This design comes from an exercise in tuning for small area on the open sky130 flow, not from production work. In this exercise RTL edits were held to simulation tests only and were not proved equivalent to the original. Power and IR drop assume default switching activity.

Setup of exp/delta:
==> flow/design.v <==
`timescale 1ns / 1ps
module SDI_Delay_NB6L295(
    input [10:0]        In_1, In_2, In_3, In_4, In_5, In_6, In_7, In_8,
    input               Clk,
    input               Reset,
    output [7:0]        EN,       
    output reg          SDIN,     
    output reg          SLOAD,    
    output              SCLK      
    );
    reg                 start_clk;
    assign SCLK = start_clk;
    reg [10:0]          In_1_reg, In_2_reg, In_3_reg, In_4_reg, In_5_reg, In_6_reg, In_7_reg, In_8_reg;
    reg [7:0]           select;   
    reg [4:0]           cnt;
    wire idle    = (cnt == 5'd25);
    wire c24     = (cnt == 5'd24);
    wire c23     = (cnt == 5'd23);
    wire last    = (cnt == 5'd26);
    wire [7:0] cur;
    assign cur[7] = select[7];
    assign cur[6] = select[6] & ~select[7];
    assign cur[5] = select[5] & ~|select[7:6];
    assign cur[4] = select[4] & ~|select[7:5];
    assign cur[3] = select[3] & ~|select[7:4];
    assign cur[2] = select[2] & ~|select[7:3];
    assign cur[1] = select[1] & ~|select[7:2];
    assign cur[0] = select[0] & ~|select[7:1];
    wire [7:0] rest = select & ~cur;
    assign EN = (idle | c24) ? 8'hFF : ~cur;
    wire [7:0] diff;
    wire [10:0] word;
    genvar j;
    generate
        for (j = 0; j < 11; j = j + 1) begin : g_word
            sdi_sel8 sel (.s(cur), .v({In_1_reg[j], In_2_reg[j], In_3_reg[j], In_4_reg[j],
                                       In_5_reg[j], In_6_reg[j], In_7_reg[j], In_8_reg[j]}),
                          .y(word[j]));
        end
    endgenerate
    wire sbit;
    sdi_bitmux bmux (.a(cnt[4:1]), .w(word), .y(sbit));
    wire [7:0] ld = {8{c23 & ~Reset}} & cur;
    wire [7:0] hd = ~ld & {8{~Reset}};
    wire [10:0] d1, d2, d3, d4, d5, d6, d7, d8;
    sdi_chan ch1 (.i(In_1), .r(In_1_reg), .ld(ld[7]), .hd(hd[7]), .d(d1), .diff(diff[7]));
    sdi_chan ch2 (.i(In_2), .r(In_2_reg), .ld(ld[6]), .hd(hd[6]), .d(d2), .diff(diff[6]));
    sdi_chan ch3 (.i(In_3), .r(In_3_reg), .ld(ld[5]), .hd(hd[5]), .d(d3), .diff(diff[5]));
    sdi_chan ch4 (.i(In_4), .r(In_4_reg), .ld(ld[4]), .hd(hd[4]), .d(d4), .diff(diff[4]));
    sdi_chan ch5 (.i(In_5), .r(In_5_reg), .ld(ld[3]), .hd(hd[3]), .d(d5), .diff(diff[3]));
    sdi_chan ch6 (.i(In_6), .r(In_6_reg), .ld(ld[2]), .hd(hd[2]), .d(d6), .diff(diff[2]));
    sdi_chan ch7 (.i(In_7), .r(In_7_reg), .ld(ld[1]), .hd(hd[1]), .d(d7), .diff(diff[1]));
    sdi_chan ch8 (.i(In_8), .r(In_8_reg), .ld(ld[0]), .hd(hd[0]), .d(d8), .diff(diff[0]));
    always @(posedge Clk) begin
        In_1_reg <= d1;
        In_2_reg <= d2;
        In_3_reg <= d3;
        In_4_reg <= d4;
        In_5_reg <= d5;
        In_6_reg <= d6;
        In_7_reg <= d7;
        In_8_reg <= d8;
    end
    always @(posedge Clk) begin
        if (Reset) begin
            select    <= 8'd0;
            cnt       <= 5'd25;
            SDIN      <= 1'b0;
            start_clk <= 1'b0;
            SLOAD     <= 1'b0;
        end else begin
            if (idle)
                select <= diff;
            else if (last)
                select <= rest;
            if (idle & ~|diff)
                cnt <= 5'd25;
            else if (last & |rest)
                cnt <= 5'd23;
            else
                cnt <= cnt - 5'd1;
            SDIN      <= sbit;
            start_clk <= ~cnt[0] & ((cnt <= 5'd20) | (cnt == 5'd30));
            SLOAD     <= (cnt == 5'd29);
        end
    end
endmodule
module sdi_chan(
    input  [10:0] i,      
    input  [10:0] r,      
    input         ld,     
    input         hd,     
    output [10:0] d,      
    output        diff    
    );
    wire [10:0] x;
    sdi_bit b0  (.i(i[0]),  .r(r[0]),  .ld(ld), .hd(hd), .d(d[0]),  .x(x[0]));
    sdi_bit b1  (.i(i[1]),  .r(r[1]),  .ld(ld), .hd(hd), .d(d[1]),  .x(x[1]));
    sdi_bit b2  (.i(i[2]),  .r(r[2]),  .ld(ld), .hd(hd), .d(d[2]),  .x(x[2]));
    sdi_bit b3  (.i(i[3]),  .r(r[3]),  .ld(ld), .hd(hd), .d(d[3]),  .x(x[3]));
    sdi_bit b4  (.i(i[4]),  .r(r[4]),  .ld(ld), .hd(hd), .d(d[4]),  .x(x[4]));
    sdi_bit b5  (.i(i[5]),  .r(r[5]),  .ld(ld), .hd(hd), .d(d[5]),  .x(x[5]));
    sdi_bit b6  (.i(i[6]),  .r(r[6]),  .ld(ld), .hd(hd), .d(d[6]),  .x(x[6]));
    sdi_bit b7  (.i(i[7]),  .r(r[7]),  .ld(ld), .hd(hd), .d(d[7]),  .x(x[7]));
    sdi_bit b8  (.i(i[8]),  .r(r[8]),  .ld(ld), .hd(hd), .d(d[8]),  .x(x[8]));
    sdi_bit b9  (.i(i[9]),  .r(r[9]),  .ld(ld), .hd(hd), .d(d[9]),  .x(x[9]));
    sdi_bit b10 (.i(i[10]), .r(r[10]), .ld(ld), .hd(hd), .d(d[10]), .x(x[10]));
    assign diff = |x;
endmodule
module sdi_bit(input i, input r, input ld, input hd, output d, output x);
    assign d = (ld & i) | (hd & r);
    assign x = i ^ r;
endmodule
module sdi_sel8(input [7:0] s, input [7:0] v, output y);
    assign y = |(s & v);
endmodule
module sdi_bitmux(input [3:0] a, input [10:0] w, output y);
    wire [15:0] b = {5'd0, w};
    assign y = b[a];
endmodule
==> flow/config.mk <==
export PLATFORM = sky130hd
export DESIGN_NAME = SDI_Delay_NB6L295
export DESIGN_NICKNAME = SDI_Delay_NB6L295
export VERILOG_FILES = /design/flow/design.v
export SDC_FILE = /design/flow/constraint.sdc
export NUM_CORES = 4
export LEC_CHECK = 0
export CAP_MARGIN = 20
export CORE_MARGIN = 2
export CORE_UTILIZATION = 70
export PLACE_DENSITY = 0.85
export SLEW_MARGIN = 20
export SYNTH_HIERARCHICAL = 1
==> flow/constraint.sdc <==
create_clock -name core_clock -period 5.0 [get_ports {Clk}]
set_input_delay 1.0000 -clock core_clock [delete_from_list [all_inputs] [get_ports {Clk}]]
set_output_delay 1.0000 -clock core_clock [all_outputs]
set_load 0.01 [all_outputs]
standard.sh (not shown) runs the stock make flow with config.mk's settings and CLKGATE_MAP_FILE= SYNTH_SCRIPT=/design/flow/synth_recipe.tcl, a recipe that flattens the netlist after the stock synthesis.
==> flow/flow/run.sh <==
#!/bin/bash
# Layout flow: the standard ORFS flow (standard.sh: unchanged synthesis,
# floorplan, power grid, placement, CTS and routing) with these settings:
#  - the buffers that buffer_ports puts on every input and output port are the
#    smallest buffer cell, sky130_fd_sc_hd__buf_1 (timing repair may resize them);
#  - the clock tree is built from sky130_fd_sc_hd__clkbuf_8 without dummy loads;
#  - the buffers ABC inserted are removed at floorplan (repair_design adds back
#    what is needed), and non-critical gates are downsized after global routing.
# make's full output goes to flow_make.log in this folder; each ORFS step
# writes its own log under orfs/logs/.
set -euo pipefail
export BUFFER_PORTS_ARGS="-buffer_cell sky130_fd_sc_hd__buf_1"
export CTS_ARGS="-sink_clustering_enable -repair_clock_nets -buf_list sky130_fd_sc_hd__clkbuf_8 -dont_use_dummy_load"
export REMOVE_ABC_BUFFERS=1
export RECOVER_POWER=100
bash standard.sh finish > flow_make.log 2>&1
exp/delta ran to completion and came out clean on the timing, design-rule and antenna checks.
Edits applied to the flow inputs when going from exp/delta to exp/lagoon:
Settings: swapping 70 for 40 in CORE_UTILIZATION; swapping 0.85 for 0.6 in PLACE_DENSITY.
==> comparison <==
exp/lagoon completed every stage of the flow, and the final layout passed the timing, design-rule and antenna checks.
In exp/lagoon, share of power burned in combinational logic is higher than in exp/delta.
Multiplexer fraction of the synthesized cell area came out exactly the same in exp/lagoon and exp/delta.
Signed area change from the synthesized netlist to the final layout ends up higher on exp/lagoon.
Between exp/lagoon and exp/delta, the difference in clock latency on the worst-skew pair is negligible.
Side by side, worst max-slew margin expressed relative to the limit turned out lower in exp/lagoon than in exp/delta.
Estimated wirelength of the detail-placed design was higher in the run labelled exp/lagoon.
Density: exp/lagoon sparser than exp/delta
[compare] base=exp/delta new=exp/lagoon: final cell area excluding filler cells rose 1.6%; slack of the critical path fell 0.30 ns; number of placement rows rose 10; area of the die rose about 70%.
The following lists how exp/zinc was set up differently from exp/lagoon:
==> flow/run.sh (new file) <==
#!/bin/bash
# synth_recipe.tcl (not shown) runs the flow's synth.tcl, then flattens the netlist and writes it again
# the make line also repeats each setting of config.mk as NAME=value (left out here)
make -C /OpenROAD-flow-scripts/flow DESIGN_CONFIG=/design/flow/config.mk WORK_HOME=/design/flow/orfs CLKGATE_MAP_FILE= SYNTH_SCRIPT=/design/flow/synth_recipe.tcl finish
removed: flow/flow/run.sh
removed: flow/standard.sh
[summary]
exp/zinc vs. exp/lagoon: met1 capacity usage during global routing went up by 1.8 points.
The higher non-clock buffer count came out of exp/zinc.
Looking at weighted congestion reported at the end of routability-driven placement across exp/lagoon and exp/zinc, the one that comes out lower is exp/zinc.
Of exp/lagoon and exp/zinc, the higher combinational cell fraction of total power belongs to exp/lagoon.
Per the comparison of exp/zinc with exp/lagoon, total power has increased, post-route clock period utilization down 1.0 points.
When the final numbers for exp/lagoon and exp/zinc were put side by side, the minimum clock period turned out to be greater in exp/lagoon.
exp/lagoon -> exp/zinc: synthesized cell count flat
| maximum ir drop on the vdd rail | exp/zinc vs exp/lagoon | worse |
Note that the routed wire length recorded for exp/zinc amounts to 1.05 times the value seen in exp/lagoon.
Re post-synthesis share of cell area spent on and, or, nand and nor gates: no difference whatsoever between exp/lagoon and exp/zinc.
Changes in exp/cedar relative to exp/zinc:
==> flow/flow/run.sh (new file) <==
#!/bin/bash
# Layout flow: the standard ORFS flow (standard.sh, unchanged synthesis,
# floorplan, power grid, placement, CTS and routing) with one difference: the
# buffers that buffer_ports puts on every input and output port are the
# smallest buffer cell, sky130_fd_sc_hd__buf_1, instead of the cell the
# resizer picks by default. Timing repair may still resize them.
# make's full output goes to flow_make.log in this folder; each ORFS step
# writes its own log under orfs/logs/.
set -euo pipefail
export BUFFER_PORTS_ARGS="-buffer_cell sky130_fd_sc_hd__buf_1"
bash standard.sh finish > flow_make.log 2>&1
==> flow/standard.sh (new file) <==
#!/bin/bash
# synth_recipe.tcl (not shown) runs the flow's synth.tcl, then flattens the netlist and writes it again
# the make line also repeats each setting of config.mk as NAME=value (left out here)
make -C /OpenROAD-flow-scripts/flow DESIGN_CONFIG=/design/flow/config.mk WORK_HOME=/design/flow/orfs CLKGATE_MAP_FILE= SYNTH_SCRIPT=/design/flow/synth_recipe.tcl "${@:-finish}"
removed: flow/run.sh
[summary]
Slew at the pin closest to its max-slew limit: exp/cedar vs exp/zinc up 0.024 ns
Relative to exp/zinc, met2 routing resource usage after global routing decreased by 2.4 points in exp/cedar.
Final critical-path required period is higher on exp/zinc
Result for exp/zinc and exp/cedar: all clean
In the flow results for exp/zinc and exp/cedar, the clock share of power is smaller on exp/zinc.
Comparing utilization for exp/zinc and exp/cedar, the bigger number came from exp/zinc.
Routed wire length: exp/cedar < exp/zinc
exp/cedar vs exp/zinc, proportion of cell area occupied by multi-input gates went up by 4.4 points.
For the wire length of the first global-routing pass, exp/cedar came in 720 microns lower than exp/zinc did.
Any difference in detailed-route via count between exp/zinc and exp/cedar is small enough to ignore.

## afterwards: timing with drivers on the ports
Ports are ideal in the flow. The routed layouts listed here were re-timed in OpenROAD. Step 1 sets driving cells, clkbuf_16 on the clock port and buf_2 on the other inputs (assumed; they add their load-dependent delay and slew). Step 2 moves the port delays by t, midway between the first and last clock arrival at a register: inputs arrive t later, outputs are due t later. That takes back most of the time a late clock gives input paths. Slacks: no drivers / after step 1 / after step 2; pairs: no drivers / after step 1.
run | t (ns) | setup WS [ns] | worst setup path after step 2 | worst register clock-pin slew, ns
exp/delta | 0.397 | 1.463 / 1.435 / 1.074 | input to register | 0.10 / 0.10
exp/lagoon | 0.403 | 1.162 / 1.125 / 1.216 | input to register | 0.10 / 0.10
exp/zinc | 0.389 | 1.214 / 1.175 / 1.440 | input to register | 0.07 / 0.07
exp/cedar | 0.389 | 1.601 / 1.560 / 1.645 | input to register | 0.07 / 0.07
After both steps every run listed still meets setup and hold. For exp/delta, which loses most, drivers alone change the setup slack by -0.028 ns; drivers and shift together by -0.389 ns.
